Background: an optimization exercise with open tools, aiming at small area, a short achievable clock period and few clock cycles. Do not read the settings as production practice. The RTL was checked by simulation tests, not by an equivalence proof against the original design.

## LearningMachine
module LearningMachine(input clk,rst, start, input [6:0] x1Data,x2Data, input [1:0] tData, output[1:0] signYin, output[13:0] w1,w2,b,Yin,output ReadEn, Ready);
Size: ~86 flip-flops, roughly 9400 um2 of cells after synthesis.
export LEC_CHECK = 0
export ABC_CLOCK_PERIOD_IN_PS = 5000
export CAP_MARGIN = 20
export CORE_MARGIN = 2
export CORE_UTILIZATION = 40
export SETUP_SLACK_MARGIN = 5
export SLEW_MARGIN = 20
export SYNTH_HIERARCHICAL = 1
export SYNTH_MINIMUM_KEEP_SIZE = 0
create_clock -name core_clock -period 12.0 [get_ports {clk}]
standard.sh (not shown) runs the stock make flow with config.mk's settings and CLKGATE_MAP_FILE= SYNTH_SCRIPT=/design/flow/synth_recipe.tcl, a recipe that flattens the netlist after the stock synthesis.
==> flow/flow/run.sh <==
#!/bin/bash
set -euo pipefail
bash standard.sh SETUP_SLACK_MARGIN=7.5 'BUFFER_PORTS_ARGS=-buffer_cell sky130_fd_sc_hd__buf_1' finish > standard_make.log 2>&1
Testbench counts at the start, summed over its fixed seeds: cycles 145,544.
Rerun with:
==> flow/flow/run.sh (replaced) <==
#!/bin/bash
set -euo pipefail
bash standard.sh SETUP_SLACK_MARGIN=7.5 SETUP_MOVE_SEQUENCE=unbuffer,size_down,sizeup,swap,clone 'BUFFER_PORTS_ARGS=-buffer_cell sky130_fd_sc_hd__buf_1' finish > standard_make.log 2>&1
Result:
- The changed run passed the timing, design-rule and antenna checks
- routed wire length went down by 6.1%
- final area came out lower by 4.2%
- global-route usage goes down by 0.36 points
Rerun with:
==> flow/flow/run.sh (replaced) <==
#!/bin/bash
set -euo pipefail
bash standard.sh SETUP_SLACK_MARGIN=6.5 'BUFFER_PORTS_ARGS=-buffer_cell sky130_fd_sc_hd__buf_1' finish > standard_make.log 2>&1
Outcome:
- routed wire length is lower by 1.9%
- count of clock-buffer cells in the layout rose by 1
- design area drops by 4.6%
- synthesized cell count stays the same
- hold slack hardly moves
- maximum frequency goes down by 7.3%
- first-iteration DRC count rose by 1.0%
- via count rose by 0.36%
- utilization fell by 2.1 points
- sequential share of layout area grows by 0.44 points
Rerun with:
==> flow/flow/run.sh (replaced) <==
#!/bin/bash
set -euo pipefail
bash standard.sh SETUP_SLACK_MARGIN=7 'BUFFER_PORTS_ARGS=-buffer_cell sky130_fd_sc_hd__buf_1' finish > standard_make.log 2>&1
The changed run produced a clean layout.
Flip-flop and latch count stays the same.
Worst setup slack gets better by 0.40 ns.
Non-clock buffer count goes up by 17.
Global-route usage barely changes.


red:
LearningMachine, a different RTL version from the one above (not shown whole).
Size in the first run: ~8800 um2 of cells after synthesis.
export LEC_CHECK = 0
export ABC_CLOCK_PERIOD_IN_PS = 5000
export CAP_MARGIN = 20
export CORE_MARGIN = 2
export CORE_UTILIZATION = 40
export CTS_CLUSTER_DIAMETER = 100
export CTS_CLUSTER_SIZE = 40
export SETUP_SLACK_MARGIN = 5
export SLEW_MARGIN = 20
export SYNTH_HIERARCHICAL = 1
export SYNTH_MINIMUM_KEEP_SIZE = 0
create_clock -name core_clock -period 12.0 [get_ports {clk}]
==> flow/flow/run.sh <==
#!/bin/bash
set -euo pipefail
bash standard.sh SETUP_SLACK_MARGIN=8 'BUFFER_PORTS_ARGS=-buffer_cell sky130_fd_sc_hd__buf_1' finish > standard_make.log 2>&1
red: flow completed, timing, DRC and antenna clean
Testbench counts of red, summed over its fixed seeds: cycles 145,544.
Modified inputs, blue compared to red
==> flow/flow/run.sh <==
#!/bin/bash
set -euo pipefail
bash standard.sh SETUP_SLACK_MARGIN=8 SKIP_REPAIR_TIE_FANOUT=1 'BUFFER_PORTS_ARGS=-buffer_cell sky130_fd_sc_hd__buf_1' finish > standard_make.log 2>&1
-- flow/config.mk --
<<< red, line 12
export CTS_CLUSTER_DIAMETER = 100
export CTS_CLUSTER_SIZE = 40
>>> blue, line 12
==> comparison <==
- Number of buffers added for setup after CTS, blue vs red: down by a little under 10%
- Delta(number of buffers outside the clock class in the layout, blue - red) > 0
- From red to blue, critical path depth did not move at all.
- | number of placed instances with taps included | lower: blue |
- blue: placed instance area lower than red
- Delta (blue minus red): length of routed wiring on met1 picked up an extra about 3.6%; total length of routed wires picked up an extra 2.2%; global-route wire length before repair lost about 1%; delay of the slowest critical-path stage lost 20 ps.
Input-level comparison between green and blue:
==> flow/flow/run.sh <==
#!/bin/bash
set -euo pipefail
bash standard.sh SETUP_SLACK_MARGIN=10 SETUP_MOVE_SEQUENCE=unbuffer,size_down,sizeup,swap,clone 'BUFFER_PORTS_ARGS=-buffer_cell sky130_fd_sc_hd__buf_1' finish > standard_make.log 2>&1
--- outcome ---
Post-route worst setup slack, blue and green: higher on blue. [compare] base=blue new=green: final setup skew was more or less identical, number of cells upsized or downsized after cts went up by about 200%.


== run A ==
Starting RTL as in the previous note.
==> flow/design.v (excerpt) <==
module LearningMachine(input clk,rst, start, input [6:0] x1Data,x2Data, input [1:0] tData, output[1:0] signYin, output[13:0] w1,w2,b,Yin,output ReadEn, Ready);
==> flow/config.mk <==
export PLATFORM = sky130hd
export DESIGN_NAME = LearningMachine
export DESIGN_NICKNAME = LearningMachine
export VERILOG_FILES = /design/flow/design.v
export SDC_FILE = /design/flow/constraint.sdc
export NUM_CORES = 4
export LEC_CHECK = 0
export ABC_CLOCK_PERIOD_IN_PS = 5000
export CAP_MARGIN = 20
export CORE_MARGIN = 2
export CORE_UTILIZATION = 40
export SETUP_SLACK_MARGIN = 5
export SLEW_MARGIN = 20
export SYNTH_HIERARCHICAL = 1
export SYNTH_MINIMUM_KEEP_SIZE = 0
==> flow/constraint.sdc <==
create_clock -name core_clock -period 12.0 [get_ports {clk}]
set_input_delay 2.4000 -clock core_clock [delete_from_list [all_inputs] [get_ports {clk}]]
set_output_delay 2.4000 -clock core_clock [all_outputs]
set_load 0.01 [all_outputs]
==> flow/flow/run.sh <==
#!/bin/bash
set -euo pipefail
bash standard.sh SETUP_SLACK_MARGIN=9 SETUP_MOVE_SEQUENCE=unbuffer,size_down,sizeup,swap,clone 'BUFFER_PORTS_ARGS=-buffer_cell sky130_fd_sc_hd__buf_1' finish > standard_make.log 2>&1
Every stage of the flow completed for run A, and the final layout passed the timing, design-rule and antenna checks.
Testbench counts of run A, summed over its fixed seeds: cycles 145,544.
What run B does differently from run A at the input level:
==> flow/flow/run.sh <==
#!/bin/bash
set -euo pipefail
bash standard.sh SETUP_SLACK_MARGIN=8 SETUP_MOVE_SEQUENCE=unbuffer,size_down,sizeup,swap,clone 'BUFFER_PORTS_ARGS=-buffer_cell sky130_fd_sc_hd__buf_1' finish > standard_make.log 2>&1
==> summary.txt <==
Post-route fraction of the period consumed by the critical path (run B over run A): decrease, 0.65 points. Run A and run B ended up with roughly the same CTS clock-pin slew for the worst setup and hold paths.
Input changes introduced in run C (baseline for comparison: run B):
==> flow/flow/run.sh <==
#!/bin/bash
set -euo pipefail
bash standard.sh SETUP_SLACK_MARGIN=8.5 'BUFFER_PORTS_ARGS=-buffer_cell sky130_fd_sc_hd__buf_1' finish > standard_make.log 2>&1
--- outcome ---
- Summary of run C over run B: sequential share of layout area decreased by 1.7 points relative to the old numbers, buffer and inverter count on the worst path saw an increase.
- Run C reports its worst setup path endpoint as u2[11] while run B reports u1[11].

## port drivers added, routing unchanged
The flow's constraints put no driver on any port. The routed layouts listed below were extracted and timed again, unchanged, in two steps. Step 1, drivers: a clkbuf_16 drives clk and a buf_2 each remaining input, both assumed. Step 2 also shifts input and output timing later by t, the mid clock arrival at the registers, as if the neighbouring blocks saw the same clock. Slacks: ideal ports / drivers / drivers and shift; pairs: ideal ports / drivers.
| run | t (ns) | setup WS [ns] | hold WS [ns] |
|---|---|---|---|
| the first run of note 1 | 0.402 | 7.409 / 7.409 / 7.409 | 0.462 / 0.462 / 0.462 |
| the second run of note 1 | 0.401 | 7.233 / 7.233 / 7.233 | 0.463 / 0.463 / 0.463 |
| the third run of note 1 | 0.405 | 6.860 / 6.860 / 6.860 | 0.462 / 0.462 / 0.462 |
| the fourth run of note 1 | 0.404 | 7.261 / 7.261 / 7.261 | 0.463 / 0.463 / 0.463 |
| red | 0.395 | 7.019 / 7.019 / 7.019 | 0.467 / 0.467 / 0.467 |
| blue | 0.398 | 7.000 / 7.000 / 7.000 | 0.463 / 0.463 / 0.463 |
| green | 0.390 | 6.771 / 6.771 / 6.771 | 0.458 / 0.458 / 0.458 |
| run A | 0.398 | 6.725 / 6.725 / 6.725 | 0.474 / 0.474 / 0.474 |
| run B | 0.394 | 6.803 / 6.803 / 6.803 | 0.461 / 0.461 / 0.461 |
| run C | 0.397 | 7.046 / 7.046 / 7.046 | 0.461 / 0.461 / 0.461 |
After both steps setup and hold are still met in every run listed.
